This is an optimization exercise on Yosys and OpenROAD, whose aim is small area, a short achievable clock period and few clock cycles, not a production implementation.
Only simulation tests tie the RTL to the original design; equivalence was not proved.
No activity file was given, so power comes from the tool's default toggle rates.

## design/flow/config.mk

```make
export PLATFORM = sky130hd
export DESIGN_NAME = ahb_lite_fir_filter
export DESIGN_NICKNAME = ahb_lite_fir_filter
export VERILOG_FILES = /design/flow/design.v
export SDC_FILE = /design/flow/constraint.sdc
export NUM_CORES = 4
export LEC_CHECK = 0
export ABC_AREA = 1
export CAP_MARGIN = 30
export CORE_MARGIN = 2
export CORE_UTILIZATION = 62
export CTS_CLUSTER_DIAMETER = 100
export CTS_CLUSTER_SIZE = 25
export SETUP_SLACK_MARGIN = 5
export SLEW_MARGIN = 30
export TNS_END_PERCENT = 100
```

## design/flow/constraint.sdc

```tcl
create_clock -name core_clock -period 10.0 [get_ports {clk}]
set_input_delay 2.0000 -clock core_clock [delete_from_list [all_inputs] [get_ports {clk}]]
set_output_delay 2.0000 -clock core_clock [all_outputs]
set_load 0.01 [all_outputs]
```

## design/flow/design.v

```verilog
module magnitude(
    input  logic [16:0] in,
    input  logic [3:1]  nz,
    output logic [15:0] out
);
    logic [3:0] g;            
    logic       below;
    always_comb begin
        g = {nz, 1'b0};
        for (int i = 0; i < 16; i++) begin
            below = g[i / 4];
            for (int j = 4 * (i / 4); j < i; j++) below = below | in[j];
            out[i] = in[i] ^ (in[16] & below);
        end
    end
endmodule
module mul_tree(
    input  logic [15:0] a,
    input  logic [15:0] b,
    output logic [32:0] ra,
    output logic [32:0] rb
);
    wire one0 = b[0] ^ 1'b0;
    wire two0 = (b[1] & ~b[0] & ~1'b0) | (~b[1] & b[0] & 1'b0);
    wire neg0 = b[1] & ~(b[0] & 1'b0);
    wire pp0_0 = ((one0 & a[0]) | (two0 & 1'b0)) ^ neg0;
    wire pp0_1 = ((one0 & a[1]) | (two0 & a[0])) ^ neg0;
    wire pp0_2 = ((one0 & a[2]) | (two0 & a[1])) ^ neg0;
    wire pp0_3 = ((one0 & a[3]) | (two0 & a[2])) ^ neg0;
    wire pp0_4 = ((one0 & a[4]) | (two0 & a[3])) ^ neg0;
    wire pp0_5 = ((one0 & a[5]) | (two0 & a[4])) ^ neg0;
    wire pp0_6 = ((one0 & a[6]) | (two0 & a[5])) ^ neg0;
    wire pp0_7 = ((one0 & a[7]) | (two0 & a[6])) ^ neg0;
    wire pp0_8 = ((one0 & a[8]) | (two0 & a[7])) ^ neg0;
    wire pp0_9 = ((one0 & a[9]) | (two0 & a[8])) ^ neg0;
    wire pp0_10 = ((one0 & a[10]) | (two0 & a[9])) ^ neg0;
    wire pp0_11 = ((one0 & a[11]) | (two0 & a[10])) ^ neg0;
    wire pp0_12 = ((one0 & a[12]) | (two0 & a[11])) ^ neg0;
    wire pp0_13 = ((one0 & a[13]) | (two0 & a[12])) ^ neg0;
    wire pp0_14 = ((one0 & a[14]) | (two0 & a[13])) ^ neg0;
    wire pp0_15 = ((one0 & a[15]) | (two0 & a[14])) ^ neg0;
    wire pp0_16 = ((one0 & 1'b0) | (two0 & a[15])) ^ neg0;
    wire one1 = b[2] ^ b[1];
    wire two1 = (b[3] & ~b[2] & ~b[1]) | (~b[3] & b[2] & b[1]);
    wire neg1 = b[3] & ~(b[2] & b[1]);
    wire pp1_0 = ((one1 & a[0]) | (two1 & 1'b0)) ^ neg1;
    wire pp1_1 = ((one1 & a[1]) | (two1 & a[0])) ^ neg1;
    wire pp1_2 = ((one1 & a[2]) | (two1 & a[1])) ^ neg1;
    wire pp1_3 = ((one1 & a[3]) | (two1 & a[2])) ^ neg1;
    wire pp1_4 = ((one1 & a[4]) | (two1 & a[3])) ^ neg1;
    wire pp1_5 = ((one1 & a[5]) | (two1 & a[4])) ^ neg1;
    wire pp1_6 = ((one1 & a[6]) | (two1 & a[5])) ^ neg1;
    wire pp1_7 = ((one1 & a[7]) | (two1 & a[6])) ^ neg1;
    wire pp1_8 = ((one1 & a[8]) | (two1 & a[7])) ^ neg1;
    wire pp1_9 = ((one1 & a[9]) | (two1 & a[8])) ^ neg1;
    wire pp1_10 = ((one1 & a[10]) | (two1 & a[9])) ^ neg1;
    wire pp1_11 = ((one1 & a[11]) | (two1 & a[10])) ^ neg1;
    wire pp1_12 = ((one1 & a[12]) | (two1 & a[11])) ^ neg1;
    wire pp1_13 = ((one1 & a[13]) | (two1 & a[12])) ^ neg1;
    wire pp1_14 = ((one1 & a[14]) | (two1 & a[13])) ^ neg1;
    wire pp1_15 = ((one1 & a[15]) | (two1 & a[14])) ^ neg1;
    wire pp1_16 = ((one1 & 1'b0) | (two1 & a[15])) ^ neg1;
    wire one2 = b[4] ^ b[3];
    wire two2 = (b[5] & ~b[4] & ~b[3]) | (~b[5] & b[4] & b[3]);
    wire neg2 = b[5] & ~(b[4] & b[3]);
    wire pp2_0 = ((one2 & a[0]) | (two2 & 1'b0)) ^ neg2;
    wire pp2_1 = ((one2 & a[1]) | (two2 & a[0])) ^ neg2;
    wire pp2_2 = ((one2 & a[2]) | (two2 & a[1])) ^ neg2;
    wire pp2_3 = ((one2 & a[3]) | (two2 & a[2])) ^ neg2;
    wire pp2_4 = ((one2 & a[4]) | (two2 & a[3])) ^ neg2;
    wire pp2_5 = ((one2 & a[5]) | (two2 & a[4])) ^ neg2;
    wire pp2_6 = ((one2 & a[6]) | (two2 & a[5])) ^ neg2;
    wire pp2_7 = ((one2 & a[7]) | (two2 & a[6])) ^ neg2;
    wire pp2_8 = ((one2 & a[8]) | (two2 & a[7])) ^ neg2;
    wire pp2_9 = ((one2 & a[9]) | (two2 & a[8])) ^ neg2;
    wire pp2_10 = ((one2 & a[10]) | (two2 & a[9])) ^ neg2;
    wire pp2_11 = ((one2 & a[11]) | (two2 & a[10])) ^ neg2;
    wire pp2_12 = ((one2 & a[12]) | (two2 & a[11])) ^ neg2;
    wire pp2_13 = ((one2 & a[13]) | (two2 & a[12])) ^ neg2;
    wire pp2_14 = ((one2 & a[14]) | (two2 & a[13])) ^ neg2;
    wire pp2_15 = ((one2 & a[15]) | (two2 & a[14])) ^ neg2;
    wire pp2_16 = ((one2 & 1'b0) | (two2 & a[15])) ^ neg2;
    wire one3 = b[6] ^ b[5];
    wire two3 = (b[7] & ~b[6] & ~b[5]) | (~b[7] & b[6] & b[5]);
    wire neg3 = b[7] & ~(b[6] & b[5]);
    wire pp3_0 = ((one3 & a[0]) | (two3 & 1'b0)) ^ neg3;
    wire pp3_1 = ((one3 & a[1]) | (two3 & a[0])) ^ neg3;
    wire pp3_2 = ((one3 & a[2]) | (two3 & a[1])) ^ neg3;
    wire pp3_3 = ((one3 & a[3]) | (two3 & a[2])) ^ neg3;
    wire pp3_4 = ((one3 & a[4]) | (two3 & a[3])) ^ neg3;
    wire pp3_5 = ((one3 & a[5]) | (two3 & a[4])) ^ neg3;
    wire pp3_6 = ((one3 & a[6]) | (two3 & a[5])) ^ neg3;
    wire pp3_7 = ((one3 & a[7]) | (two3 & a[6])) ^ neg3;
    wire pp3_8 = ((one3 & a[8]) | (two3 & a[7])) ^ neg3;
    wire pp3_9 = ((one3 & a[9]) | (two3 & a[8])) ^ neg3;
    wire pp3_10 = ((one3 & a[10]) | (two3 & a[9])) ^ neg3;
    wire pp3_11 = ((one3 & a[11]) | (two3 & a[10])) ^ neg3;
    wire pp3_12 = ((one3 & a[12]) | (two3 & a[11])) ^ neg3;
    wire pp3_13 = ((one3 & a[13]) | (two3 & a[12])) ^ neg3;
    wire pp3_14 = ((one3 & a[14]) | (two3 & a[13])) ^ neg3;
    wire pp3_15 = ((one3 & a[15]) | (two3 & a[14])) ^ neg3;
    wire pp3_16 = ((one3 & 1'b0) | (two3 & a[15])) ^ neg3;
    wire one4 = b[8] ^ b[7];
    wire two4 = (b[9] & ~b[8] & ~b[7]) | (~b[9] & b[8] & b[7]);
    wire neg4 = b[9] & ~(b[8] & b[7]);
    wire pp4_0 = ((one4 & a[0]) | (two4 & 1'b0)) ^ neg4;
    wire pp4_1 = ((one4 & a[1]) | (two4 & a[0])) ^ neg4;
    wire pp4_2 = ((one4 & a[2]) | (two4 & a[1])) ^ neg4;
    wire pp4_3 = ((one4 & a[3]) | (two4 & a[2])) ^ neg4;
    wire pp4_4 = ((one4 & a[4]) | (two4 & a[3])) ^ neg4;
    wire pp4_5 = ((one4 & a[5]) | (two4 & a[4])) ^ neg4;
    wire pp4_6 = ((one4 & a[6]) | (two4 & a[5])) ^ neg4;
    wire pp4_7 = ((one4 & a[7]) | (two4 & a[6])) ^ neg4;
    wire pp4_8 = ((one4 & a[8]) | (two4 & a[7])) ^ neg4;
    wire pp4_9 = ((one4 & a[9]) | (two4 & a[8])) ^ neg4;
    wire pp4_10 = ((one4 & a[10]) | (two4 & a[9])) ^ neg4;
    wire pp4_11 = ((one4 & a[11]) | (two4 & a[10])) ^ neg4;
    wire pp4_12 = ((one4 & a[12]) | (two4 & a[11])) ^ neg4;
    wire pp4_13 = ((one4 & a[13]) | (two4 & a[12])) ^ neg4;
    wire pp4_14 = ((one4 & a[14]) | (two4 & a[13])) ^ neg4;
    wire pp4_15 = ((one4 & a[15]) | (two4 & a[14])) ^ neg4;
    wire pp4_16 = ((one4 & 1'b0) | (two4 & a[15])) ^ neg4;
    wire one5 = b[10] ^ b[9];
    wire two5 = (b[11] & ~b[10] & ~b[9]) | (~b[11] & b[10] & b[9]);
    wire neg5 = b[11] & ~(b[10] & b[9]);
    wire pp5_0 = ((one5 & a[0]) | (two5 & 1'b0)) ^ neg5;
    wire pp5_1 = ((one5 & a[1]) | (two5 & a[0])) ^ neg5;
    wire pp5_2 = ((one5 & a[2]) | (two5 & a[1])) ^ neg5;
    wire pp5_3 = ((one5 & a[3]) | (two5 & a[2])) ^ neg5;
    wire pp5_4 = ((one5 & a[4]) | (two5 & a[3])) ^ neg5;
    wire pp5_5 = ((one5 & a[5]) | (two5 & a[4])) ^ neg5;
    wire pp5_6 = ((one5 & a[6]) | (two5 & a[5])) ^ neg5;
    wire pp5_7 = ((one5 & a[7]) | (two5 & a[6])) ^ neg5;
    wire pp5_8 = ((one5 & a[8]) | (two5 & a[7])) ^ neg5;
    wire pp5_9 = ((one5 & a[9]) | (two5 & a[8])) ^ neg5;
    wire pp5_10 = ((one5 & a[10]) | (two5 & a[9])) ^ neg5;
    wire pp5_11 = ((one5 & a[11]) | (two5 & a[10])) ^ neg5;
    wire pp5_12 = ((one5 & a[12]) | (two5 & a[11])) ^ neg5;
    wire pp5_13 = ((one5 & a[13]) | (two5 & a[12])) ^ neg5;
    wire pp5_14 = ((one5 & a[14]) | (two5 & a[13])) ^ neg5;
    wire pp5_15 = ((one5 & a[15]) | (two5 & a[14])) ^ neg5;
    wire pp5_16 = ((one5 & 1'b0) | (two5 & a[15])) ^ neg5;
    wire one6 = b[12] ^ b[11];
    wire two6 = (b[13] & ~b[12] & ~b[11]) | (~b[13] & b[12] & b[11]);
    wire neg6 = b[13] & ~(b[12] & b[11]);
    wire pp6_0 = ((one6 & a[0]) | (two6 & 1'b0)) ^ neg6;
    wire pp6_1 = ((one6 & a[1]) | (two6 & a[0])) ^ neg6;
    wire pp6_2 = ((one6 & a[2]) | (two6 & a[1])) ^ neg6;
    wire pp6_3 = ((one6 & a[3]) | (two6 & a[2])) ^ neg6;
    wire pp6_4 = ((one6 & a[4]) | (two6 & a[3])) ^ neg6;
    wire pp6_5 = ((one6 & a[5]) | (two6 & a[4])) ^ neg6;
    wire pp6_6 = ((one6 & a[6]) | (two6 & a[5])) ^ neg6;
    wire pp6_7 = ((one6 & a[7]) | (two6 & a[6])) ^ neg6;
    wire pp6_8 = ((one6 & a[8]) | (two6 & a[7])) ^ neg6;
    wire pp6_9 = ((one6 & a[9]) | (two6 & a[8])) ^ neg6;
    wire pp6_10 = ((one6 & a[10]) | (two6 & a[9])) ^ neg6;
    wire pp6_11 = ((one6 & a[11]) | (two6 & a[10])) ^ neg6;
    wire pp6_12 = ((one6 & a[12]) | (two6 & a[11])) ^ neg6;
    wire pp6_13 = ((one6 & a[13]) | (two6 & a[12])) ^ neg6;
    wire pp6_14 = ((one6 & a[14]) | (two6 & a[13])) ^ neg6;
    wire pp6_15 = ((one6 & a[15]) | (two6 & a[14])) ^ neg6;
    wire pp6_16 = ((one6 & 1'b0) | (two6 & a[15])) ^ neg6;
    wire one7 = b[14] ^ b[13];
    wire two7 = (b[15] & ~b[14] & ~b[13]) | (~b[15] & b[14] & b[13]);
    wire neg7 = b[15] & ~(b[14] & b[13]);
    wire pp7_0 = ((one7 & a[0]) | (two7 & 1'b0)) ^ neg7;
    wire pp7_1 = ((one7 & a[1]) | (two7 & a[0])) ^ neg7;
    wire pp7_2 = ((one7 & a[2]) | (two7 & a[1])) ^ neg7;
    wire pp7_3 = ((one7 & a[3]) | (two7 & a[2])) ^ neg7;
    wire pp7_4 = ((one7 & a[4]) | (two7 & a[3])) ^ neg7;
    wire pp7_5 = ((one7 & a[5]) | (two7 & a[4])) ^ neg7;
    wire pp7_6 = ((one7 & a[6]) | (two7 & a[5])) ^ neg7;
    wire pp7_7 = ((one7 & a[7]) | (two7 & a[6])) ^ neg7;
    wire pp7_8 = ((one7 & a[8]) | (two7 & a[7])) ^ neg7;
    wire pp7_9 = ((one7 & a[9]) | (two7 & a[8])) ^ neg7;
    wire pp7_10 = ((one7 & a[10]) | (two7 & a[9])) ^ neg7;
    wire pp7_11 = ((one7 & a[11]) | (two7 & a[10])) ^ neg7;
    wire pp7_12 = ((one7 & a[12]) | (two7 & a[11])) ^ neg7;
    wire pp7_13 = ((one7 & a[13]) | (two7 & a[12])) ^ neg7;
    wire pp7_14 = ((one7 & a[14]) | (two7 & a[13])) ^ neg7;
    wire pp7_15 = ((one7 & a[15]) | (two7 & a[14])) ^ neg7;
    wire pp7_16 = ((one7 & 1'b0) | (two7 & a[15])) ^ neg7;
    wire one8 = 1'b0 ^ b[15];
    wire two8 = (1'b0 & ~1'b0 & ~b[15]) | (~1'b0 & 1'b0 & b[15]);
    wire neg8 = 1'b0 & ~(1'b0 & b[15]);
    wire pp8_0 = ((one8 & a[0]) | (two8 & 1'b0)) ^ neg8;
    wire pp8_1 = ((one8 & a[1]) | (two8 & a[0])) ^ neg8;
    wire pp8_2 = ((one8 & a[2]) | (two8 & a[1])) ^ neg8;
    wire pp8_3 = ((one8 & a[3]) | (two8 & a[2])) ^ neg8;
    wire pp8_4 = ((one8 & a[4]) | (two8 & a[3])) ^ neg8;
    wire pp8_5 = ((one8 & a[5]) | (two8 & a[4])) ^ neg8;
    wire pp8_6 = ((one8 & a[6]) | (two8 & a[5])) ^ neg8;
    wire pp8_7 = ((one8 & a[7]) | (two8 & a[6])) ^ neg8;
    wire pp8_8 = ((one8 & a[8]) | (two8 & a[7])) ^ neg8;
    wire pp8_9 = ((one8 & a[9]) | (two8 & a[8])) ^ neg8;
    wire pp8_10 = ((one8 & a[10]) | (two8 & a[9])) ^ neg8;
    wire pp8_11 = ((one8 & a[11]) | (two8 & a[10])) ^ neg8;
    wire pp8_12 = ((one8 & a[12]) | (two8 & a[11])) ^ neg8;
    wire pp8_13 = ((one8 & a[13]) | (two8 & a[12])) ^ neg8;
    wire pp8_14 = ((one8 & a[14]) | (two8 & a[13])) ^ neg8;
    wire pp8_15 = ((one8 & a[15]) | (two8 & a[14])) ^ neg8;
    wire pp8_16 = ((one8 & 1'b0) | (two8 & a[15])) ^ neg8;
    wire hs0 = pp0_16 ^ pp1_14;
    wire hc0 = pp0_16 & pp1_14;
    wire fs1 = ~neg0 ^ pp1_15 ^ pp2_13;
    wire fc1 = (~neg0 & pp1_15) | (~neg0 & pp2_13) | (pp1_15 & pp2_13);
    wire hs2 = pp1_16 ^ pp2_14;
    wire hc2 = pp1_16 & pp2_14;
    wire hs3 = pp0_10 ^ pp1_8;
    wire hc3 = pp0_10 & pp1_8;
    wire hs4 = pp0_11 ^ pp1_9;
    wire hc4 = pp0_11 & pp1_9;
    wire fs5 = pp0_12 ^ pp1_10 ^ pp2_8;
    wire fc5 = (pp0_12 & pp1_10) | (pp0_12 & pp2_8) | (pp1_10 & pp2_8);
    wire hs6 = pp3_6 ^ pp4_4;
    wire hc6 = pp3_6 & pp4_4;
    wire fs7 = pp0_13 ^ pp1_11 ^ pp2_9;
    wire fc7 = (pp0_13 & pp1_11) | (pp0_13 & pp2_9) | (pp1_11 & pp2_9);
    wire hs8 = pp3_7 ^ pp4_5;
    wire hc8 = pp3_7 & pp4_5;
    wire fs9 = pp0_14 ^ pp1_12 ^ pp2_10;
    wire fc9 = (pp0_14 & pp1_12) | (pp0_14 & pp2_10) | (pp1_12 & pp2_10);
    wire fs10 = pp3_8 ^ pp4_6 ^ pp5_4;
    wire fc10 = (pp3_8 & pp4_6) | (pp3_8 & pp5_4) | (pp4_6 & pp5_4);
    wire hs11 = pp6_2 ^ pp7_0;
    wire hc11 = pp6_2 & pp7_0;
    wire fs12 = pp0_15 ^ pp1_13 ^ pp2_11;
    wire fc12 = (pp0_15 & pp1_13) | (pp0_15 & pp2_11) | (pp1_13 & pp2_11);
    wire fs13 = pp3_9 ^ pp4_7 ^ pp5_5;
    wire fc13 = (pp3_9 & pp4_7) | (pp3_9 & pp5_5) | (pp4_7 & pp5_5);
    wire hs14 = pp6_3 ^ pp7_1;
    wire hc14 = pp6_3 & pp7_1;
    wire fs15 = pp2_12 ^ pp3_10 ^ pp4_8;
    wire fc15 = (pp2_12 & pp3_10) | (pp2_12 & pp4_8) | (pp3_10 & pp4_8);
    wire fs16 = pp5_6 ^ pp6_4 ^ pp7_2;
    wire fc16 = (pp5_6 & pp6_4) | (pp5_6 & pp7_2) | (pp6_4 & pp7_2);
    wire fs17 = pp8_0 ^ neg8 ^ hs0;
    wire fc17 = (pp8_0 & neg8) | (pp8_0 & hs0) | (neg8 & hs0);
    wire fs18 = pp3_11 ^ pp4_9 ^ pp5_7;
    wire fc18 = (pp3_11 & pp4_9) | (pp3_11 & pp5_7) | (pp4_9 & pp5_7);
    wire fs19 = pp6_5 ^ pp7_3 ^ pp8_1;
    wire fc19 = (pp6_5 & pp7_3) | (pp6_5 & pp8_1) | (pp7_3 & pp8_1);
    wire fs20 = 1'b1 ^ fs1 ^ hc0;
    wire fc20 = (1'b1 & fs1) | (1'b1 & hc0) | (fs1 & hc0);
    wire fs21 = pp3_12 ^ pp4_10 ^ pp5_8;
    wire fc21 = (pp3_12 & pp4_10) | (pp3_12 & pp5_8) | (pp4_10 & pp5_8);
    wire fs22 = pp6_6 ^ pp7_4 ^ pp8_2;
    wire fc22 = (pp6_6 & pp7_4) | (pp6_6 & pp8_2) | (pp7_4 & pp8_2);
    wire fs23 = 1'b1 ^ hs2 ^ fc1;
    wire fc23 = (1'b1 & hs2) | (1'b1 & fc1) | (hs2 & fc1);
    wire fs24 = ~neg1 ^ pp2_15 ^ pp3_13;
    wire fc24 = (~neg1 & pp2_15) | (~neg1 & pp3_13) | (pp2_15 & pp3_13);
    wire fs25 = pp4_11 ^ pp5_9 ^ pp6_7;
    wire fc25 = (pp4_11 & pp5_9) | (pp4_11 & pp6_7) | (pp5_9 & pp6_7);
    wire fs26 = pp7_5 ^ pp8_3 ^ hc2;
    wire fc26 = (pp7_5 & pp8_3) | (pp7_5 & hc2) | (pp8_3 & hc2);
    wire fs27 = pp2_16 ^ pp3_14 ^ pp4_12;
    wire fc27 = (pp2_16 & pp3_14) | (pp2_16 & pp4_12) | (pp3_14 & pp4_12);
    wire fs28 = pp5_10 ^ pp6_8 ^ pp7_6;
    wire fc28 = (pp5_10 & pp6_8) | (pp5_10 & pp7_6) | (pp6_8 & pp7_6);
    wire hs29 = pp8_4 ^ 1'b1;
    wire hc29 = pp8_4 & 1'b1;
    wire fs30 = ~neg2 ^ pp3_15 ^ pp4_13;
    wire fc30 = (~neg2 & pp3_15) | (~neg2 & pp4_13) | (pp3_15 & pp4_13);
    wire fs31 = pp5_11 ^ pp6_9 ^ pp7_7;
    wire fc31 = (pp5_11 & pp6_9) | (pp5_11 & pp7_7) | (pp6_9 & pp7_7);
    wire fs32 = pp3_16 ^ pp4_14 ^ pp5_12;
    wire fc32 = (pp3_16 & pp4_14) | (pp3_16 & pp5_12) | (pp4_14 & pp5_12);
    wire hs33 = pp6_10 ^ pp7_8;
    wire hc33 = pp6_10 & pp7_8;
    wire fs34 = ~neg3 ^ pp4_15 ^ pp5_13;
    wire fc34 = (~neg3 & pp4_15) | (~neg3 & pp5_13) | (pp4_15 & pp5_13);
    wire hs35 = pp4_16 ^ pp5_14;
    wire hc35 = pp4_16 & pp5_14;
    wire hs36 = pp0_6 ^ pp1_4;
    wire hc36 = pp0_6 & pp1_4;
    wire hs37 = pp0_7 ^ pp1_5;
    wire hc37 = pp0_7 & pp1_5;
    wire fs38 = pp0_8 ^ pp1_6 ^ pp2_4;
    wire fc38 = (pp0_8 & pp1_6) | (pp0_8 & pp2_4) | (pp1_6 & pp2_4);
    wire hs39 = pp3_2 ^ pp4_0;
    wire hc39 = pp3_2 & pp4_0;
    wire fs40 = pp0_9 ^ pp1_7 ^ pp2_5;
    wire fc40 = (pp0_9 & pp1_7) | (pp0_9 & pp2_5) | (pp1_7 & pp2_5);
    wire hs41 = pp3_3 ^ pp4_1;
    wire hc41 = pp3_3 & pp4_1;
    wire fs42 = pp2_6 ^ pp3_4 ^ pp4_2;
    wire fc42 = (pp2_6 & pp3_4) | (pp2_6 & pp4_2) | (pp3_4 & pp4_2);
    wire fs43 = pp5_0 ^ neg5 ^ hs3;
    wire fc43 = (pp5_0 & neg5) | (pp5_0 & hs3) | (neg5 & hs3);
    wire fs44 = pp2_7 ^ pp3_5 ^ pp4_3;
    wire fc44 = (pp2_7 & pp3_5) | (pp2_7 & pp4_3) | (pp3_5 & pp4_3);
    wire fs45 = pp5_1 ^ hs4 ^ hc3;
    wire fc45 = (pp5_1 & hs4) | (pp5_1 & hc3) | (hs4 & hc3);
    wire fs46 = pp5_2 ^ pp6_0 ^ neg6;
    wire fc46 = (pp5_2 & pp6_0) | (pp5_2 & neg6) | (pp6_0 & neg6);
    wire fs47 = fs5 ^ hs6 ^ hc4;
    wire fc47 = (fs5 & hs6) | (fs5 & hc4) | (hs6 & hc4);
    wire fs48 = pp5_3 ^ pp6_1 ^ fs7;
    wire fc48 = (pp5_3 & pp6_1) | (pp5_3 & fs7) | (pp6_1 & fs7);
    wire fs49 = hs8 ^ fc5 ^ hc6;
    wire fc49 = (hs8 & fc5) | (hs8 & hc6) | (fc5 & hc6);
    wire fs50 = neg7 ^ fs9 ^ fs10;
    wire fc50 = (neg7 & fs9) | (neg7 & fs10) | (fs9 & fs10);
    wire fs51 = hs11 ^ fc7 ^ hc8;
    wire fc51 = (hs11 & fc7) | (hs11 & hc8) | (fc7 & hc8);
    wire fs52 = fs12 ^ fs13 ^ hs14;
    wire fc52 = (fs12 & fs13) | (fs12 & hs14) | (fs13 & hs14);
    wire fs53 = fc9 ^ fc10 ^ hc11;
    wire fc53 = (fc9 & fc10) | (fc9 & hc11) | (fc10 & hc11);
    wire fs54 = fs15 ^ fs16 ^ fs17;
    wire fc54 = (fs15 & fs16) | (fs15 & fs17) | (fs16 & fs17);
    wire fs55 = fc12 ^ fc13 ^ hc14;
    wire fc55 = (fc12 & fc13) | (fc12 & hc14) | (fc13 & hc14);
    wire fs56 = fs18 ^ fs19 ^ fs20;
    wire fc56 = (fs18 & fs19) | (fs18 & fs20) | (fs19 & fs20);
    wire fs57 = fc15 ^ fc16 ^ fc17;
    wire fc57 = (fc15 & fc16) | (fc15 & fc17) | (fc16 & fc17);
    wire fs58 = fs21 ^ fs22 ^ fs23;
    wire fc58 = (fs21 & fs22) | (fs21 & fs23) | (fs22 & fs23);
    wire fs59 = fc18 ^ fc19 ^ fc20;
    wire fc59 = (fc18 & fc19) | (fc18 & fc20) | (fc19 & fc20);
    wire fs60 = fs24 ^ fs25 ^ fs26;
    wire fc60 = (fs24 & fs25) | (fs24 & fs26) | (fs25 & fs26);
    wire fs61 = fc21 ^ fc22 ^ fc23;
    wire fc61 = (fc21 & fc22) | (fc21 & fc23) | (fc22 & fc23);
    wire fs62 = fs27 ^ fs28 ^ hs29;
    wire fc62 = (fs27 & fs28) | (fs27 & hs29) | (fs28 & hs29);
    wire fs63 = fc24 ^ fc25 ^ fc26;
    wire fc63 = (fc24 & fc25) | (fc24 & fc26) | (fc25 & fc26);
    wire fs64 = pp8_5 ^ fs30 ^ fs31;
    wire fc64 = (pp8_5 & fs30) | (pp8_5 & fs31) | (fs30 & fs31);
    wire fs65 = fc27 ^ fc28 ^ hc29;
    wire fc65 = (fc27 & fc28) | (fc27 & hc29) | (fc28 & hc29);
    wire fs66 = pp8_6 ^ 1'b1 ^ fs32;
    wire fc66 = (pp8_6 & 1'b1) | (pp8_6 & fs32) | (1'b1 & fs32);
    wire fs67 = hs33 ^ fc30 ^ fc31;
    wire fc67 = (hs33 & fc30) | (hs33 & fc31) | (fc30 & fc31);
    wire fs68 = pp6_11 ^ pp7_9 ^ pp8_7;
    wire fc68 = (pp6_11 & pp7_9) | (pp6_11 & pp8_7) | (pp7_9 & pp8_7);
    wire fs69 = fs34 ^ fc32 ^ hc33;
    wire fc69 = (fs34 & fc32) | (fs34 & hc33) | (fc32 & hc33);
    wire fs70 = pp6_12 ^ pp7_10 ^ pp8_8;
    wire fc70 = (pp6_12 & pp7_10) | (pp6_12 & pp8_8) | (pp7_10 & pp8_8);
    wire fs71 = 1'b1 ^ hs35 ^ fc34;
    wire fc71 = (1'b1 & hs35) | (1'b1 & fc34) | (hs35 & fc34);
    wire fs72 = ~neg4 ^ pp5_15 ^ pp6_13;
    wire fc72 = (~neg4 & pp5_15) | (~neg4 & pp6_13) | (pp5_15 & pp6_13);
    wire fs73 = pp7_11 ^ pp8_9 ^ hc35;
    wire fc73 = (pp7_11 & pp8_9) | (pp7_11 & hc35) | (pp8_9 & hc35);
    wire fs74 = pp5_16 ^ pp6_14 ^ pp7_12;
    wire fc74 = (pp5_16 & pp6_14) | (pp5_16 & pp7_12) | (pp6_14 & pp7_12);
    wire hs75 = pp8_10 ^ 1'b1;
    wire hc75 = pp8_10 & 1'b1;
    wire fs76 = ~neg5 ^ pp6_15 ^ pp7_13;
    wire fc76 = (~neg5 & pp6_15) | (~neg5 & pp7_13) | (pp6_15 & pp7_13);
    wire hs77 = pp6_16 ^ pp7_14;
    wire hc77 = pp6_16 & pp7_14;
    wire hs78 = pp0_4 ^ pp1_2;
    wire hc78 = pp0_4 & pp1_2;
    wire hs79 = pp0_5 ^ pp1_3;
    wire hc79 = pp0_5 & pp1_3;
    wire fs80 = pp2_2 ^ pp3_0 ^ neg3;
    wire fc80 = (pp2_2 & pp3_0) | (pp2_2 & neg3) | (pp3_0 & neg3);
    wire fs81 = pp2_3 ^ pp3_1 ^ hs37;
    wire fc81 = (pp2_3 & pp3_1) | (pp2_3 & hs37) | (pp3_1 & hs37);
    wire fs82 = neg4 ^ fs38 ^ hs39;
    wire fc82 = (neg4 & fs38) | (neg4 & hs39) | (fs38 & hs39);
    wire fs83 = fs40 ^ hs41 ^ fc38;
    wire fc83 = (fs40 & hs41) | (fs40 & fc38) | (hs41 & fc38);
    wire fs84 = fs42 ^ fs43 ^ fc40;
    wire fc84 = (fs42 & fs43) | (fs42 & fc40) | (fs43 & fc40);
    wire fs85 = fs44 ^ fs45 ^ fc42;
    wire fc85 = (fs44 & fs45) | (fs44 & fc42) | (fs45 & fc42);
    wire fs86 = fs46 ^ fs47 ^ fc44;
    wire fc86 = (fs46 & fs47) | (fs46 & fc44) | (fs47 & fc44);
    wire fs87 = fs48 ^ fs49 ^ fc46;
    wire fc87 = (fs48 & fs49) | (fs48 & fc46) | (fs49 & fc46);
    wire fs88 = fs50 ^ fs51 ^ fc48;
    wire fc88 = (fs50 & fs51) | (fs50 & fc48) | (fs51 & fc48);
    wire fs89 = fs52 ^ fs53 ^ fc50;
    wire fc89 = (fs52 & fs53) | (fs52 & fc50) | (fs53 & fc50);
    wire fs90 = fs54 ^ fs55 ^ fc52;
    wire fc90 = (fs54 & fs55) | (fs54 & fc52) | (fs55 & fc52);
    wire fs91 = fs56 ^ fs57 ^ fc54;
    wire fc91 = (fs56 & fs57) | (fs56 & fc54) | (fs57 & fc54);
    wire fs92 = fs58 ^ fs59 ^ fc56;
    wire fc92 = (fs58 & fs59) | (fs58 & fc56) | (fs59 & fc56);
    wire fs93 = fs60 ^ fs61 ^ fc58;
    wire fc93 = (fs60 & fs61) | (fs60 & fc58) | (fs61 & fc58);
    wire fs94 = fs62 ^ fs63 ^ fc60;
    wire fc94 = (fs62 & fs63) | (fs62 & fc60) | (fs63 & fc60);
    wire fs95 = fs64 ^ fs65 ^ fc62;
    wire fc95 = (fs64 & fs65) | (fs64 & fc62) | (fs65 & fc62);
    wire fs96 = fs66 ^ fs67 ^ fc64;
    wire fc96 = (fs66 & fs67) | (fs66 & fc64) | (fs67 & fc64);
    wire fs97 = fs68 ^ fs69 ^ fc66;
    wire fc97 = (fs68 & fs69) | (fs68 & fc66) | (fs69 & fc66);
    wire fs98 = fs70 ^ fs71 ^ fc68;
    wire fc98 = (fs70 & fs71) | (fs70 & fc68) | (fs71 & fc68);
    wire fs99 = fs72 ^ fs73 ^ fc70;
    wire fc99 = (fs72 & fs73) | (fs72 & fc70) | (fs73 & fc70);
    wire fs100 = fs74 ^ hs75 ^ fc72;
    wire fc100 = (fs74 & hs75) | (fs74 & fc72) | (hs75 & fc72);
    wire fs101 = pp8_11 ^ fs76 ^ fc74;
    wire fc101 = (pp8_11 & fs76) | (pp8_11 & fc74) | (fs76 & fc74);
    wire fs102 = pp8_12 ^ 1'b1 ^ hs77;
    wire fc102 = (pp8_12 & 1'b1) | (pp8_12 & hs77) | (1'b1 & hs77);
    wire fs103 = ~neg6 ^ pp7_15 ^ pp8_13;
    wire fc103 = (~neg6 & pp7_15) | (~neg6 & pp8_13) | (pp7_15 & pp8_13);
    wire hs104 = pp7_16 ^ pp8_14;
    wire hc104 = pp7_16 & pp8_14;
    wire hs105 = pp0_2 ^ pp1_0;
    wire hc105 = pp0_2 & pp1_0;
    wire hs106 = pp0_3 ^ pp1_1;
    wire hc106 = pp0_3 & pp1_1;
    wire fs107 = pp2_0 ^ neg2 ^ hs78;
    wire fc107 = (pp2_0 & neg2) | (pp2_0 & hs78) | (neg2 & hs78);
    wire fs108 = pp2_1 ^ hs79 ^ hc78;
    wire fc108 = (pp2_1 & hs79) | (pp2_1 & hc78) | (hs79 & hc78);
    wire fs109 = hs36 ^ fs80 ^ hc79;
    wire fc109 = (hs36 & fs80) | (hs36 & hc79) | (fs80 & hc79);
    wire fs110 = hc36 ^ fs81 ^ fc80;
    wire fc110 = (hc36 & fs81) | (hc36 & fc80) | (fs81 & fc80);
    wire fs111 = hc37 ^ fs82 ^ fc81;
    wire fc111 = (hc37 & fs82) | (hc37 & fc81) | (fs82 & fc81);
    wire fs112 = hc39 ^ fs83 ^ fc82;
    wire fc112 = (hc39 & fs83) | (hc39 & fc82) | (fs83 & fc82);
    wire fs113 = hc41 ^ fs84 ^ fc83;
    wire fc113 = (hc41 & fs84) | (hc41 & fc83) | (fs84 & fc83);
    wire fs114 = fc43 ^ fs85 ^ fc84;
    wire fc114 = (fc43 & fs85) | (fc43 & fc84) | (fs85 & fc84);
    wire fs115 = fc45 ^ fs86 ^ fc85;
    wire fc115 = (fc45 & fs86) | (fc45 & fc85) | (fs86 & fc85);
    wire fs116 = fc47 ^ fs87 ^ fc86;
    wire fc116 = (fc47 & fs87) | (fc47 & fc86) | (fs87 & fc86);
    wire fs117 = fc49 ^ fs88 ^ fc87;
    wire fc117 = (fc49 & fs88) | (fc49 & fc87) | (fs88 & fc87);
    wire fs118 = fc51 ^ fs89 ^ fc88;
    wire fc118 = (fc51 & fs89) | (fc51 & fc88) | (fs89 & fc88);
    wire fs119 = fc53 ^ fs90 ^ fc89;
    wire fc119 = (fc53 & fs90) | (fc53 & fc89) | (fs90 & fc89);
    wire fs120 = fc55 ^ fs91 ^ fc90;
    wire fc120 = (fc55 & fs91) | (fc55 & fc90) | (fs91 & fc90);
    wire fs121 = fc57 ^ fs92 ^ fc91;
    wire fc121 = (fc57 & fs92) | (fc57 & fc91) | (fs92 & fc91);
    wire fs122 = fc59 ^ fs93 ^ fc92;
    wire fc122 = (fc59 & fs93) | (fc59 & fc92) | (fs93 & fc92);
    wire fs123 = fc61 ^ fs94 ^ fc93;
    wire fc123 = (fc61 & fs94) | (fc61 & fc93) | (fs94 & fc93);
    wire fs124 = fc63 ^ fs95 ^ fc94;
    wire fc124 = (fc63 & fs95) | (fc63 & fc94) | (fs95 & fc94);
    wire fs125 = fc65 ^ fs96 ^ fc95;
    wire fc125 = (fc65 & fs96) | (fc65 & fc95) | (fs96 & fc95);
    wire fs126 = fc67 ^ fs97 ^ fc96;
    wire fc126 = (fc67 & fs97) | (fc67 & fc96) | (fs97 & fc96);
    wire fs127 = fc69 ^ fs98 ^ fc97;
    wire fc127 = (fc69 & fs98) | (fc69 & fc97) | (fs98 & fc97);
    wire fs128 = fc71 ^ fs99 ^ fc98;
    wire fc128 = (fc71 & fs99) | (fc71 & fc98) | (fs99 & fc98);
    wire fs129 = fc73 ^ fs100 ^ fc99;
    wire fc129 = (fc73 & fs100) | (fc73 & fc99) | (fs100 & fc99);
    wire fs130 = hc75 ^ fs101 ^ fc100;
    wire fc130 = (hc75 & fs101) | (hc75 & fc100) | (fs101 & fc100);
    wire fs131 = fc76 ^ fs102 ^ fc101;
    wire fc131 = (fc76 & fs102) | (fc76 & fc101) | (fs102 & fc101);
    wire fs132 = hc77 ^ fs103 ^ fc102;
    wire fc132 = (hc77 & fs103) | (hc77 & fc102) | (fs103 & fc102);
    wire fs133 = 1'b1 ^ hs104 ^ fc103;
    wire fc133 = (1'b1 & hs104) | (1'b1 & fc103) | (hs104 & fc103);
    wire fs134 = ~neg7 ^ pp8_15 ^ hc104;
    wire fc134 = (~neg7 & pp8_15) | (~neg7 & hc104) | (pp8_15 & hc104);
    wire hs135 = pp8_16 ^ 1'b1;
    wire hc135 = pp8_16 & 1'b1;
    assign ra = {hs135, fs134, fs133, fs132, fs131, fs130, fs129, fs128, fs127, fs126, fs125, fs124, fs123, fs122, fs121, fs120, fs119, fs118, fs117, fs116, fs115, fs114, fs113, fs112, fs111, fs110, fs109, fs108, fs107, hs106, neg1, pp0_1, pp0_0};
    assign rb = {fc134, fc133, fc132, fc131, fc130, fc129, fc128, fc127, fc126, fc125, fc124, fc123, fc122, fc121, fc120, fc119, fc118, fc117, fc116, fc115, fc114, fc113, fc112, fc111, fc110, fc109, fc108, fc107, hc106, hc105, hs105, 1'b0, neg0};
endmodule
module fir_filter(
    input  logic        clk,
    input  logic        n_rst,
    input  logic        start_sample,    
    input  logic        start_load,      
    input  logic [15:0] new_sample,      
    input  logic [63:0] coeff_regs,      
    output logic        busy,
    output logic        err,
    output logic [16:0] r_q,             
    output logic [3:1]  nz_q             
);
    logic [15:0] x0, x1, x2;             
    logic [15:0] f0, f1, f2, f3;         
    logic [16:0] q3;                     
    logic [16:0] qd;                     
    logic        e1, e2;                 
    logic [3:0]  s1;                     
    logic [3:0]  s2;                     
    logic        ld;                     
    logic [15:0] ma, mb;
    logic [32:0] ra, rb;                 
    logic [32:0] pa, pb;                 
    assign x0 = new_sample;
    always_comb begin
        ma = s1[1] ? x1 : (s1[2] ? x2 : x0);
        mb = ({16{s1[0]}} & f0) | ({16{s1[3]}} & f1) | ({16{s1[1]}} & f2) | ({16{s1[2]}} & f3);
    end
    mul_tree tree(.a(ma), .b(mb), .ra(ra), .rb(rb));
    always_ff @(posedge clk) begin
        pa <= ra;
        pb <= rb;
    end
    logic [14:0] lo;
    logic        c15;
    logic [16:0] xs;
    assign {c15, lo} = {1'b0, pa[14:0]} + {1'b0, pb[14:0]};
    assign xs = pa[31:15] + pb[31:15] + {16'd0, c15};
    wire e0 = xs[16];
    logic [17:0] ea, eb, na, nq3;
    logic [17:0] s1a, c1a, s2a, c2a;
    logic [17:0] t3, t4;
    always_comb begin
        ea  = pa[32:15];
        eb  = pb[32:15];
        if (s2[3])           na = ~{2'b00, qd[16] ? 16'd0 : qd[15:0]};
        else if (s2[0] & ~e1) na = ~{qd[16], qd};
        else                 na = '1;
        nq3 = ~{2'b00, q3[15:0]};
        s1a = ea ^ eb ^ na;
        c1a = {((ea[16:0] & eb[16:0]) | (ea[16:0] & na[16:0]) | (eb[16:0] & na[16:0])), c15};
        t3  = s1a + c1a + 18'd1;
        s2a = s1a ^ c1a ^ nq3;
        c2a = {((s1a[16:0] & c1a[16:0]) | (s1a[16:0] & nq3[16:0]) | (c1a[16:0] & nq3[16:0])), 1'b1};
        t4  = s2a + c2a + 18'd1;
    end
    logic        ovf3, ovf4, e_next;
    logic [16:0] r;
    logic [3:1]  nz3, nz4, nz;
    always_comb begin
        ovf3 = ~e2 & ~t3[17] & t3[16];
        ovf4 = t4[17] & ~t4[16];
        nz3 = {|t3[11:0], |t3[7:0], |t3[3:0]};
        nz4 = {|t4[11:0], |t4[7:0], |t4[3:0]};
        e_next = 1'b1;
        if (e0) begin
            r = 17'd0;
            nz = 3'd0;
        end else if (e1 | e2 | ovf3 | q3[16]) begin
            r = t3[16:0];
            nz = nz3;
        end else begin
            r = t4[16:0];
            nz = nz4;
            e_next = ovf4;
        end
    end
    wire acc = s2[0];
    always_ff @(posedge clk, negedge n_rst) begin
        if (!n_rst) begin
            x1 <= '0; x2 <= '0;
            f0 <= '0; f1 <= '0; f2 <= '0; f3 <= '0;
            q3 <= '0; qd <= '0; e1 <= 1'b0; e2 <= 1'b0;
            s1 <= '0; s2 <= '0; ld <= 1'b0;
            busy <= 1'b0; err <= 1'b0; r_q <= '0; nz_q <= '0;
        end else begin
            if (start_sample) begin
                x1 <= x0;
                x2 <= x1;
            end
            if (start_load) begin
                f0 <= coeff_regs[15:0];
                f1 <= coeff_regs[31:16];
                f2 <= coeff_regs[47:32];
                f3 <= coeff_regs[63:48];
            end
            if (s2[1]) qd <= t3[16:0];
            if (s2[2]) q3 <= t3[16:0];
            if (s2[3]) begin
                qd <= t3[16:0];
                e1 <= e0;
                e2 <= qd[16];
            end
            if (acc) begin
                r_q <= r;
                nz_q <= nz;
                err <= e_next;
            end else if (start_load) begin
                err <= 1'b0;
            end
            if (start_sample)    s1 <= 4'b0001;
            else if (start_load) s1 <= 4'b0010;
            else                 s1 <= {s1[2:0], 1'b0};
            s2 <= s1;
            if (start_sample)    ld <= 1'b0;
            else if (start_load) ld <= 1'b1;
            busy <= start_sample | start_load | (~ld & s1[0]) | (ld & (s1[1] | s1[2] | s1[3]));
        end
    end
endmodule
module ahb_lite_fir_filter(
    input logic clk,
    input logic n_rst,
    input logic hsel,
    input logic [3:0] haddr,
    input logic hsize,
    input logic [1:0] htrans,
    input logic hwrite,
    input logic [15:0] hwdata,
    output logic [15:0] hrdata,
    output logic hresp
);
    logic        wr_q;           
    logic [7:0]  sel_q;
    logic        a0_q, sz_q;
    logic        lo_q, hi_q;
    logic [13:4][7:0] regs;      
    logic [7:1]  reg14;          
    logic        busy, err;
    logic [15:0] fir_out;
    logic [16:0] r_q;
    logic [3:1]  nz_q;
    logic [13:4] be;
    wire   bad_addr = (hwrite & (haddr <= 4'd3)) | (haddr == 4'd15);
    assign hresp = bad_addr;
    always_comb begin
        for (int i = 4; i <= 13; i++)
            be[i] = wr_q & sel_q[i / 2] & (sz_q | (a0_q == i[0]));
    end
    wire be14 = wr_q & sel_q[7] & ~a0_q;
    wire start_sample = be[4] | be[5];
    wire start_load = be14 & hwdata[0];
    always_ff @(posedge clk, negedge n_rst) begin
        if (!n_rst) begin
            wr_q <= 1'b0;
            sel_q <= '0;
            a0_q <= 1'b0;
            sz_q <= 1'b0;
            lo_q <= 1'b0;
            hi_q <= 1'b0;
            for (int i = 4; i <= 13; i++) regs[i] <= '0;
            reg14 <= '0;
        end else begin
            wr_q <= hsel & (htrans != 2'b00) & hwrite & ~bad_addr;
            for (int k = 0; k < 8; k++) sel_q[k] <= (haddr[3:1] == k[2:0]);
            a0_q <= haddr[0];
            sz_q <= hsize;
            lo_q <= hsize | ~haddr[0];
            hi_q <= (hsize | haddr[0]) & (haddr != 4'd14);
            for (int i = 4; i <= 13; i++)
                if (be[i]) regs[i] <= i[0] ? hwdata[15:8] : hwdata[7:0];
            if (be14) reg14 <= hwdata[0] ? 7'd0 : hwdata[7:1];
        end
    end
    magnitude mag_u(.in(r_q), .nz(nz_q), .out(fir_out));
    logic [7:0] rb [0:15];
    always_comb begin
        rb[0] = {7'd0, busy};
        rb[1] = {7'd0, err};
        rb[2] = fir_out[7:0];
        rb[3] = fir_out[15:8];
        for (int i = 4; i <= 13; i++) rb[i] = regs[i];
        rb[14] = {reg14, 1'b0};
        rb[15] = 8'd0;
        hrdata = '0;
        for (int k = 0; k < 8; k++) begin
            hrdata[7:0]  = hrdata[7:0]  | ({8{sel_q[k]}} & rb[2 * k]);
            hrdata[15:8] = hrdata[15:8] | ({8{sel_q[k]}} & rb[2 * k + 1]);
        end
        hrdata[7:0]  = hrdata[7:0]  & {8{lo_q}};
        hrdata[15:8] = hrdata[15:8] & {8{hi_q}};
    end
    fir_filter filt(
        .clk(clk), .n_rst(n_rst),
        .start_sample(start_sample), .start_load(start_load),
        .new_sample({regs[5], regs[4]}),
        .coeff_regs({regs[13], regs[12], regs[11], regs[10], regs[9], regs[8], regs[7], regs[6]}),
        .busy(busy), .err(err), .r_q(r_q), .nz_q(nz_q)
    );
endmodule
```

## design/flow/flow/run.sh

```bash
#!/bin/bash
set -euo pipefail
bash standard.sh \
    "BUFFER_PORTS_ARGS=-buffer_cell sky130_fd_sc_hd__buf_2" \
    MATCH_CELL_FOOTPRINT=0 \
    SETUP_SLACK_MARGIN=5.3 \
    finish > orfs_make.log 2>&1
```

## design/flow/standard.sh

```bash
#!/bin/bash
# synth_recipe.tcl (not shown) runs the flow's synth.tcl, then flattens the netlist and writes it again
# the make line also repeats each setting of config.mk as NAME=value (left out here)
make -C /OpenROAD-flow-scripts/flow DESIGN_CONFIG=/design/flow/config.mk WORK_HOME=/design/flow/orfs CLKGATE_MAP_FILE= SYNTH_SCRIPT=/design/flow/synth_recipe.tcl "${@:-finish}"
```

==> run notes, run 1 <==
- Peak Freq: 214.7 MHz
- Unrepaired setup endpoints after global routing: yes
- Syn Nets: 2,810
- Vias/cell: 5.793
- Buffers on Ports: 43
- Slew @ Worst Pin: 1004 ps
- Final std cells w/o fill: 3,041
- Top post-synthesis cells by area: dfrtp_1, fa_1, nand2_1
- Ports: 44
- GRT Total Usage: 0.3298
- Most used DFF post-synth: dfrtp_1
- Area post-placement: 22,330 um2
- Final Cell Area: 23,470 um2
- Crit path max fanout: 5
- Core area: 34,540 um2
- Clk_skew: 17.26 ps
- CP max stage delay: 230 ps
- Initial Util: 0.6295
- Root Driver: clkbuf_16
- Mux cell area share after synthesis: 0.009322
- Vias in the first global route: 17.33k
- RePlAce Congestion: 0.9613
- Antenna violations before repair: 1
- Fin crit share: 0.4657
- Final setup vio count: 0
- DR WL/cell: 19.36 um
- Reg clk slew, reported paths: 90 ps
- Int Power: 3.793 mW
- Min setup slack post-route: 5343 ps
- Top cell family by delay on the critical path: buffers and inverters
- Asr flop ratio synth: 0.8043
- Cells after Synth: 2,547
- Number of flops mapped to enable cells by yosys: 0
- Switching Share: 0.5115
- Synth area leader: dfrtp_1
- Power per Cell Area: 330.8 nW/um2
- Cell Chain, Critical Path: buf_4 > inv_2 > nor3_4 > a32o_2 > buf_2
- Tmin final: 4657 ps
- Crit path required time: 8000 ps
- Standard-cell rows: 68
- Setup TNS: 0 ps
- Post-synthesis xor/xnor area fraction: 0.06680
- Die width: 191.3 um
- Worst path slowest cell: a32o_2
- H-Tree Depth: 1
- Leakage: 12.18 nW
- Startpoint Class: input port
- Top post-synthesis cells by count: nand2_1, inv_1, dfrtp_1
- Simple logic cell fraction of the synthesized area: 0.1369
- Syn-to-layout area delta: 7.935%
- Max-Slew Margin vs Limit: 0.3308
- Vias: 17.62k
- DR pass1 iterations: 7
- Sequential power share: 0.254
- CTS sink count: 327
- Nets: 2,844
- Post-DRT Antenna Nets: 0
- Crit end category: primary output
- Setup WS pre-CTS: 4664 ps
- Setup CP Type: input port to primary output
- Largest family of logic cells by synthesized area: adder cells
- Min-Delay Path Class: flop to flop
- Number of diodes: 0
- Pin count of the biggest net entering global routing: 134
- Clock group share of total power: 0.103
- Max IR drop VDD: 0.4303 mV
- Crit path buffers/inverters: 3
- Number of synthesized register bits: 327
- Synth cell types: 55
- TritonCTS clock tree: yes
- Arr. time, crit path: 2660 ps
- Syn Area/Cell: 8.537 um2
- Layout cells sized above 1: 0.1029
- Max-cap violations: 0
- Clock buffer count from CTS: 17
- Max Slew Vio Count: 0
- Syn. warnings: 4
- Sw Pwr: 3.972 mW
- Mapped cell area: 21,740 um2
- Synth Area in Compound Gates: 0.1479
- HPWL Detailed: 44,020 um
- Most common cell in the netlist: nand2_1
- DRT Wirelength: 58,880 um
- Worst skew pair latency: 540 ps
- Drt drc: 0
- Remaining Overflow, GRT: 0
- Adder-cell share of the synthesized area: 0.1831
- Dpl cells: 2,969
- Synth top area share: 0.3027
- Status: timing/DRC/antenna clean
- Logic pwr share: 0.643
- Bufs on Longest Clock Path: 3
- First-pass GRT wire length: 94,100 um
- Die Height: 191.3 um
- Register area share after synthesis: 0.3616
- Hold Vio Cnt, Final: 0
- DRT iter0 DRCs: 1,663
- Die area: 36,590 um2
-- state kept, by name (all words and copies together) (netlist names), 4 cells and up --
signal and count:
filt.f1 16, filt.q3 17, reg14 7, filt.s1 4, filt.s2 4, filt.pa 32, regs 80, filt.f3 16
filt.qd 17, sel_q 8, filt.x1 16, filt.x2 16, filt.r_q 17, filt.f2 16, filt.f0 16, filt.pb 32
-- placed cells by master, fill, tap and decap left out, types with 7 or more instances in the layout --
master	n
nand2_2	8
dfxtp_1	64
buf_4	68
a221oi_1	12
nor3_1	16
nand4_1	14
mux2_2	18
inv_2	16
clkbuf_16	17
nor2_1	115
nand2_1	472
nand3_1	51
fa_1	137
clkinvlp_4	9
buf_2	40
o22ai_2	9
nor2_4	10
a22o_1	11
o2111ai_1	7
dfrtp_1	257
ha_1	96
or2_2	11
inv_1	392
xor2_1	151
o21ai_1	28
o22ai_1	131
o21ai_0	208
nor2_2	7
a21oi_1	106
xnor2_1	12
-- worst min-delay path, stage by stage (launching register included) --
cell     delay (ps)
dfrtp_1         350
nand2_1          50
o21ai_0          60
-- metrics by stage --
step | utilization | hold slack, ps | power [mW]
final | 0.6794 | 494.7 | 7.765
after global routing | 0.6794 | 522.2 | 8.437
after CTS | 0.6698 | 493.3 | 7.649
after detailed placement | 0.6465 | 466.3 | 6.801
after global placement | 0.6457 | 461.8 | 6.702
after floorplan | - | 348.7 | 5.345
-- cell type report --
cell class,instances,area [um2]
multi-input combinational,1693,12000
timing repair inverter,2,12.51
sequential,327,7873
tap,455,569.3
clock inverter,4,58.81
inverter,420,1617
fill,2870,11070
clock buffer,20,446.7
timing repair buffer,120,895.9
-- power groups by stage --
stage / registers (mW) / logic, mW / clock network (mW)
4_1_cts: 1.97 / 4.87 / 0.814
3_5_place_dp: 1.99 / 4.81 / 0
5_1_grt: 2.01 / 5.57 / 0.858
2_1_floorplan: 1.88 / 3.46 / 0
3_3_place_gp: 1.98 / 4.72 / 0
6_report: 1.97 / 4.99 / 0.798
-- timing repair --
action                     in CTS  in global routing
resized for setup              30                 33
setup endpoints to repair      32                 43
hold buffers                    0                  0
buffers inserted               23                 22
pin swaps                       3                 10
cloned                          0                  2
-- path summary, 6_finish.rpt --
check                           start           to  slack (ps)  cells past startpoint
max                          haddr[3]        hresp        5340                      5
min                          regs[62]     regs[62]         490                      2
max reg2reg                filt.s1[2]  filt.pa[20]        5460                     14
min reg2reg                  regs[62]     regs[62]         490                      2
max in group asynchronous       n_rst   filt.s1[0]        7100                      4
min in group asynchronous       n_rst   filt.x2[6]        1340                      1
-- cell families (layout without fill, tap and decap cells) --
family | count (synthesis) | count (layout)
buffers and inverters | 527 | 566
muxes | 18 | 18
AOI/OAI and AO/OA | 553 | 553
adders and majority gates | 236 | 236
DFF | 327 | 327
xor gates and xnor gates | 165 | 165
and+or+nand+nor | 721 | 721
-- per-layer routing --
layer	routed length, um	up-vias	track usage
met2	27130	703	0.5275
li1	-	8264	-
met5	0	-	0
met4	2069	0	0.1030
met1	25520	8509	0.4670
met3	4158	139	0.04700
Testbench counts, summed over its fixed seeds: cycles 2,696.
==> inputs of run 2 (changes only) <==
--- a/design/flow/config.mk
+++ b/design/flow/config.mk
@@ -10,5 +10,6 @@
 export CORE_MARGIN = 2
-export CORE_UTILIZATION = 62
+export CORE_UTILIZATION = 55
 export CTS_CLUSTER_DIAMETER = 100
 export CTS_CLUSTER_SIZE = 25
+export GPL_TIMING_DRIVEN = 0
 export SETUP_SLACK_MARGIN = 5
==> run notes, run 2 <==
- Status: timing/DRC/antenna clean
- Crit end category: primary output
- Min-Delay Path Class: flop to flop
- Drt drc: 0 (unchanged)
- Asr flop ratio synth: 0.8043 (unchanged)
- Final setup vio count: 0 (unchanged)
- Synth cell types: 55 (unchanged)
- Arr. time, crit path: 2650 ps (about the same)
- Die Height: 202.8 um (+6.0%)
- Max IR drop VDD: 0.3501 mV (-19%)
- Top post-synthesis cells by count: nand2_1, inv_1, dfrtp_1
- Clock buffer count from CTS: 18 (+1)
- Most common cell in the netlist: nand2_1
- Hold Vio Cnt, Final: 0 (unchanged)
- Vias in the first global route: 17.89k (+3.2%)
- Die area: 41,140 um2 (+12%)
- Number of flops mapped to enable cells by yosys: 0 (unchanged)
- Pin count of the biggest net entering global routing: 81 (-40%)
- Max-Slew Margin vs Limit: 0.4021 (+0.07129)
- Die width: 202.8 um (+6.0%)
- Clk_skew: 25.48 ps (+8.221 ps)
- Max-cap violations: 0 (unchanged)
- Reg clk slew, reported paths: 100 ps (about the same)
- Crit path required time: 8000 ps (about the same)
- Bufs on Longest Clock Path: 3 (unchanged)
- Number of synthesized register bits: 327 (unchanged)
- Most used DFF post-synth: dfrtp_1
- GRT Total Usage: 0.3178 (-0.01198)
- DR WL/cell: 20.26 um (+4.6%)
- Syn-to-layout area delta: 9.391%
- DRT Wirelength: 63,980 um (+8.7%)
- Worst skew pair latency: 530 ps (about the same)
- Max Slew Vio Count: 0 (unchanged)
- Setup CP Type: input port to primary output
- First-pass GRT wire length: 101,000 um (+7.4%)
- Vias: 18.00k (+2.2%)
- Max reg flops: 80 (unchanged)
- Unrepaired setup endpoints after global routing: yes
- CTS sink count: 327 (unchanged)
- Buffers on Ports: 43 (unchanged)
- Vias/cell: 5.699 (-1.6%)
- Regs by FF count: regs (80), filt.pa (32), filt.pb (32)
- Layout cells sized above 1: 0.1064 (+0.003578)
- Crit path max fanout: 5 (unchanged)
- Peak Freq: 215.1 MHz (+0.19%)
- DRT iter0 DRCs: 1,561 (-6.1%)
- CP startpoint: haddr[2]
- Synth area leader: dfrtp_1
- TritonCTS clock tree: yes
- Antenna violations before repair: 0 (-1)
- Most flop-heavy register: regs
- Syn Area/Cell: 8.537 um2 (unchanged)
- Nets: 2,894 (+1.8%)
- Remaining Overflow, GRT: 0 (unchanged)
- Fin Hold WS: 386.5 ps (-108.1 ps)
- Tmin final: 4649 ps (-8.620 ps)
- Final Cell Area: 23,790 um2 (+1.3%)
- Power per Cell Area: 341.4 nW/um2 (+3.2%)
- Standard-cell rows: 72 (+5.9%)
- Syn. warnings: 4 (unchanged)
- Slew @ Worst Pin: 890.9 ps (-112.8 ps)
- Syn Nets: 2,810 (unchanged)
- DR pass1 iterations: 5 (-2)
- RePlAce Congestion: 0.9563 (-0.52%)
- Cells after Synth: 2,547 (unchanged)
- R2r startpoint: filt.s1[2]
- Power, Total: 8.120 mW (+4.6%)
- Most frequent cells in the layout: nand2_1, inv_1, dfrtp_1, o21ai_0, xor2_1
- Final std cells w/o fill: 3,158 (+3.8%)
- Startpoint Class: input port
- Initial Util: 0.5600 (-0.06946)
- Area post-placement: 22,710 um2 (+1.7%)
- Synth top area share: 0.3027 (unchanged)
- Setup TNS: 0 ps (unchanged)
- Post-DRT Antenna Nets: 0 (unchanged)
- Hold Buf Count CTS: 0 (unchanged)
- Fin crit share: 0.4649 (-0.0008620)
- Leakage: 12.27 nW (+0.79%)
- Ports: 44 (unchanged)
- HPWL Detailed: 50,940 um (+16%)
- Mapped cell area: 21,740 um2 (unchanged)
- Core area: 38,830 um2 (+12%)
- Min-delay src: filt.s1[3]
- Dpl cells: 3,111 (+4.8%)
- H-Tree Depth: 1 (unchanged)
- Layout fillers: 3,488 (+22%)
- Number of diodes: 0 (unchanged)
- Top post-synthesis cells by area: dfrtp_1, fa_1, nand2_1
- Most common cell after layout, fill and taps aside: nand2_1
- Root Driver: clkbuf_16
- Register area share after synthesis: 0.3616 (unchanged)
## run 2: path summary, 6_finish.rpt
kind	to	cells past startpoint	slack (ps)
setup / recovery	hresp	5	5350
hold / removal	filt.s2[3]	0	390
setup reg to reg	filt.pa[17]	15	5410
hold reg to reg	filt.s2[3]	0	390
max in group asynchronous	filt.qd[1]	2	7870
min in group asynchronous	filt.x1[6]	1	1370
## run 2: cell families (layout without fill, tap and decap cells)
group	count (synthesis)	in the layout	synth area share
and+or+nand+nor	721	721	0.1369
AOI/OAI and AO/OA	553	553	0.1479
buffers and inverters	527	620	0.09437
DFF	327	327	0.3616
adders and majority gates	236	236	0.1831
xor gates and xnor gates	165	165	0.06681
muxes	18	18	0.009321
## run 2: worst max-delay path: stages
cell and delay [ps]:
buf_2 130, inv_2 100, nor3_4 50, a32o_2 230
buf_2 140
## run 2: layer usage
metal	up-vias	wire length, um	GRT usage
met3	100	4303	0.03852
li1	8370	-	-
met2	700	29590	0.5132
met1	8826	28110	0.4508
met5	-	0	0
met4	0	1978	0.09828
## run 2: final cells by class
class	instances	area, um2	share of cell area
clock buffer	22	486.7	0.02046
tap	518	648.1	0.02725
buffer	107	578.1	0.02430
clock inverter	7	61.31	0.002577
multi-input combinational	1693	12110	0.5089
sequential	327	7864	0.3306
timing repair buffer	64	447.9	0.01883
inverter	420	1595	0.06707
## run 2: report_power, final
group	total (mW)	internal [mW]	switching [mW]
Sequential	1.96	1.70	0.262
Clock	0.816	0.360	0.456
Combinational	5.35	1.77	3.58
## run 2: stage by stage
step	util	setup slack [ps]
floorplan	-	5348
CTS	0.6044	5258
global placement	0.5823	2103
global route	0.6126	5244
detailed placement	0.5848	4392
finish	0.6126	5351
## run 2: timing repair
item	CTS	global route
buffers inserted	6	12
endpoints found under the setup margin	39	36
pin swaps	8	9
gates resized for setup	78	77
==> inputs of run 3 (changes only) <==
--- a/design/flow/config.mk
+++ b/design/flow/config.mk
@@ -13,3 +13,3 @@
 export CTS_CLUSTER_SIZE = 25
-export GPL_TIMING_DRIVEN = 0
+export GPL_ROUTABILITY_DRIVEN = 0
 export SETUP_SLACK_MARGIN = 5
==> run notes, run 3 <==
- Standard-cell rows: 72 (unchanged)
- Hold Vio Cnt, Final: 0 (unchanged)
- Regs by FF count: regs (80), filt.pa (32), filt.pb (32)
- CP max stage delay: 240 ps (about the same)
- Slew @ Worst Pin: 1078 ps (+187.0 ps)
- Min-Delay Path Class: flop to flop
- R2r startpoint: filt.s1[2]
- Worst r2r dst: filt.pa[21]
- Final std cells w/o fill: 3,103 (-1.7%)
- Dpl cells: 3,030 (-2.6%)
- Setup CP Type: input port to primary output
- Crit path buffers/inverters: 3 (unchanged)
- Syn Area/Cell: 8.537 um2 (unchanged)
- Drt drc: 0 (unchanged)
- Root Driver: clkbuf_16
- Vias in the first global route: 17.10k (-4.4%)
- Tmin final: 4665 ps (+15.98 ps)
- Clock buffer count from CTS: 17 (-1)
- Asr flop ratio synth: 0.8043 (unchanged)
- Vias: 17.34k (-3.7%)
- Synth area leader: dfrtp_1
- DRT Wirelength: 60,190 um (-5.9%)
- Vias/cell: 5.587 (-2.0%)
- R2R setup slack: 5450 ps (+40 ps)
- CTS sink count: 327 (unchanged)
- TritonCTS clock tree: yes
- Max Slew Vio Count: 0 (unchanged)
- Max IR drop VDD: 0.2846 mV (-19%)
- Cells after Synth: 2,547 (unchanged)
- Layout cells sized above 1: 0.1025 (-0.003925)
- Setup TNS: 0 ps (unchanged)
- Die Height: 202.8 um (unchanged)
- Reg clk slew, reported paths: 100 ps (about the same)
- Hold Buf Count CTS: 0 (unchanged)
- Synth cell types: 55 (unchanged)
- Clk_skew: 20.44 ps (-5.034 ps)
- Die area: 41,140 um2 (unchanged)
- Synth top area share: 0.3027 (unchanged)
- Startpoint Class: input port
- Syn Nets: 2,810 (unchanged)
- Int Power: 3.747 mW (-1.9%)
- Fin crit share: 0.4665 (+0.001598)
- Crit end category: primary output
- Most frequent cells in the layout: nand2_1, inv_1, dfrtp_1, o21ai_0, xor2_1
- Sequential power share: 0.258 (+0.017)
- Crit path required time: 8000 ps (about the same)
- Power, Total: 7.668 mW (-5.6%)
- Bufs on Longest Clock Path: 3 (unchanged)
- Nets: 2,844 (-1.7%)
- Unrepaired setup endpoints after global routing: no
- Mapped cell area: 21,740 um2 (unchanged)
- Number of synthesized register bits: 327 (unchanged)
- Remaining Overflow, GRT: 0 (unchanged)
- Status: timing/DRC/antenna clean
- H-Tree Depth: 1 (unchanged)
- Top cell family by delay on the critical path: buffers and inverters
- Number of flops mapped to enable cells by yosys: 0 (unchanged)
- Number of diodes: 0 (unchanged)
- Buffers on Ports: 43 (unchanged)
- Arr. time, crit path: 2660 ps (about the same)
- Leakage: 12.19 nW (-0.65%)
- Power per Cell Area: 325.6 nW/um2 (-4.6%)
- Syn-to-layout area delta: 8.309%
- Die width: 202.8 um (unchanged)
- Sw Pwr: 3.921 mW (-8.8%)
- Switching Share: 0.5114 (-0.01811)
- Final setup vio count: 0 (unchanged)
- Most flop-heavy register: regs
- Most used DFF post-synth: dfrtp_1
- Most common cell in the netlist: nand2_1
- WHS Path Cells: 2 (+2)
- Syn. warnings: 4 (unchanged)
- Min-delay src: filt.x2[12]
- Crit path max fanout: 5 (unchanged)
- Cell Chain, Critical Path: buf_2 > inv_2 > nor3_4 > a32o_2 > buf_6
- Register area share after synthesis: 0.3616 (unchanged)
- Top post-synthesis cells by count: nand2_1, inv_1, dfrtp_1
- Most common cell after layout, fill and taps aside: nand2_1
- Ports: 44 (unchanged)
- Worst r2r path cells: 16 (+1)
- DRT iter0 DRCs: 1,364 (-13%)
- Worst skew pair latency: 550 ps (+20 ps)
- Max-cap violations: 0 (unchanged)
- DR WL/cell: 19.40 um (-4.3%)
- Worst hold path endpoint: filt.x2[12]
- Setup WS pre-CTS: 4704 ps (+312.3 ps)
- Min setup slack post-route: 5335 ps (-15.98 ps)
- Max reg flops: 80 (unchanged)
- Core area: 38,830 um2 (unchanged)
- Max-Slew Margin vs Limit: 0.2814 (-0.1206)
- Pin count of the biggest net entering global routing: 135 (+67%)
- Logic pwr share: 0.642 (-0.016)
- GRT Total Usage: 0.2979 (-0.01983)
- Post-DRT Antenna Nets: 0 (unchanged)
- Worst path slowest cell: a32o_2
- Clock group share of total power: 0.100 (about the same)
- HPWL Detailed: 44,420 um (-13%)
- Antenna violations before repair: 0 (unchanged)
- First-pass GRT wire length: 95,590 um (-5.4%)
- Top post-synthesis cells by area: dfrtp_1, fa_1, nand2_1
- Peak Freq: 214.4 MHz (-0.34%)
- DR pass1 iterations: 7 (+2)
- Initial Util: 0.5600 (unchanged)
run 3: cell counts after synthesis:
Identical to the previous run, type by type.
run 3: logic make-up (layout without fill, tap and decap cells):
kind of cell             after synthesis  after routing  synth area share
XOR/XNOR                             165            165           0.06681
buffers and inverters                527            565           0.09437
flip-flops                           327            327            0.3616
adder cells (fa/ha/maj)              236            236            0.1831
AND/OR/NAND/NOR                      721            721            0.1369
multiplexers                          18             18          0.009321
AO/OA/AOI/OAI                        553            553            0.1479
run 3: timing repair:
action                                 4_1_cts  5_1_grt
setup endpoints to repair                   32       41
pin swaps                                    4        9
gates resized for setup                     28       37
endpoints found under the hold margin        0        0
cloned                                       0        2
buffers inserted                            23       24
run 3: per-stage QoR:
step                      utilization  area (um2)  hold slack, ps
final                          0.6066       23550           490.6
after global routing           0.6066       23550           503.1
after CTS                      0.5961       23140           491.6
after detailed placement       0.5767       22390           465.6
after global placement         0.5767       22390           461.4
after floorplan                     -       21750           348.7
run 3: how the worst max path moves through the flow:
stage                    start  slack, ps           to  depth (start not counted)
floorplan           filt.s1[0]       5350  filt.pa[17]                         17
global placement    filt.s1[2]       4790  filt.pa[21]                         16
detailed placement  filt.s1[2]       4700  filt.pa[21]                         16
CTS                 filt.s1[0]       5300  filt.pa[17]                         14
global route        filt.s1[2]       5280  filt.pa[20]                         15
finish                haddr[2]       5340        hresp                          5
run 3: layout make-up:
type | count | area (um2)
inverters | 420 | 1617
multi-input cells | 1693 | 11990
clock inverters | 5 | 38.79
well taps | 518 | 648.1
clock buffers | 18 | 429.2
fillers | 3507 | 15280
repair buffers | 120 | 940.9
repair inverters | 2 | 12.51
flip-flops and latches | 327 | 7875
run 3: metal layers:
metal / track usage / vias to the layer above / wire, um
met1: 0.4256 / 8395 / 27140
li1: - / 8258 / -
met2: 0.4795 / 588 / 27680
met4: 0.08133 / 0 / 1720
met3: 0.04061 / 95 / 3650
met5: 0 / - / 0
run 3: power groups by stage:
stage / logic [mW] / clock network, mW / registers, mW
3_5_place_dp: 4.77 / 0 / 1.99
6_report: 4.92 / 0.767 / 1.98
3_3_place_gp: 4.69 / 0 / 1.99
5_1_grt: 5.59 / 0.836 / 2.02
4_1_cts: 4.82 / 0.793 / 1.97
2_1_floorplan: 3.46 / 0 / 1.88
run 3: worst reg2reg max path, cell delays in order, from the launching register on:
cell	delay [ps]
dfrtp_4	560
buf_6	200
a22o_1	250
nor2_4	170
inv_1	110
ha_1	210
nor2_1	120
buf_4	270
inv_2	220
xor2_1	230
fa_1	510
inv_1	50
fa_1	480
inv_1	60
fa_1	530
inv_1	50
fa_1	430

port drivers added, routing unchanged:
The results above use ideal ports. As a check the final layouts listed here were re-extracted and re-timed, cells and wires unchanged. Step 1 (the two cells are an assumption about what drives the block):
set clk [get_ports {clk}]
set_driving_cell -lib_cell sky130_fd_sc_hd__clkbuf_16 $clk
set_driving_cell -lib_cell sky130_fd_sc_hd__buf_2 [delete_from_list [all_inputs] $clk]
Step 2, shift: input delay + t, output delay - t, t = (earliest + latest rising clock arrival at the registers) / 2. This alone moves slack from input paths to output paths. a / b / c = no drivers / after step 1 / after step 2; a / b = the first two.
| run | t, ns | setup WS [ns] | cell pins on the clock port's net |
|---|---|---|---|
| run 1 | 0.589 | 5.343 / 5.312 / 5.321 | 1 |
| run 2 | 0.581 | 5.351 / 5.330 / 5.330 | 1 |
| run 3 | 0.602 | 5.335 / 5.305 / 5.316 | 1 |
After both steps every run listed still meets setup and hold. For run 1, which loses most, drivers alone change the setup slack by -0.031 ns; drivers and shift together by -0.022 ns.
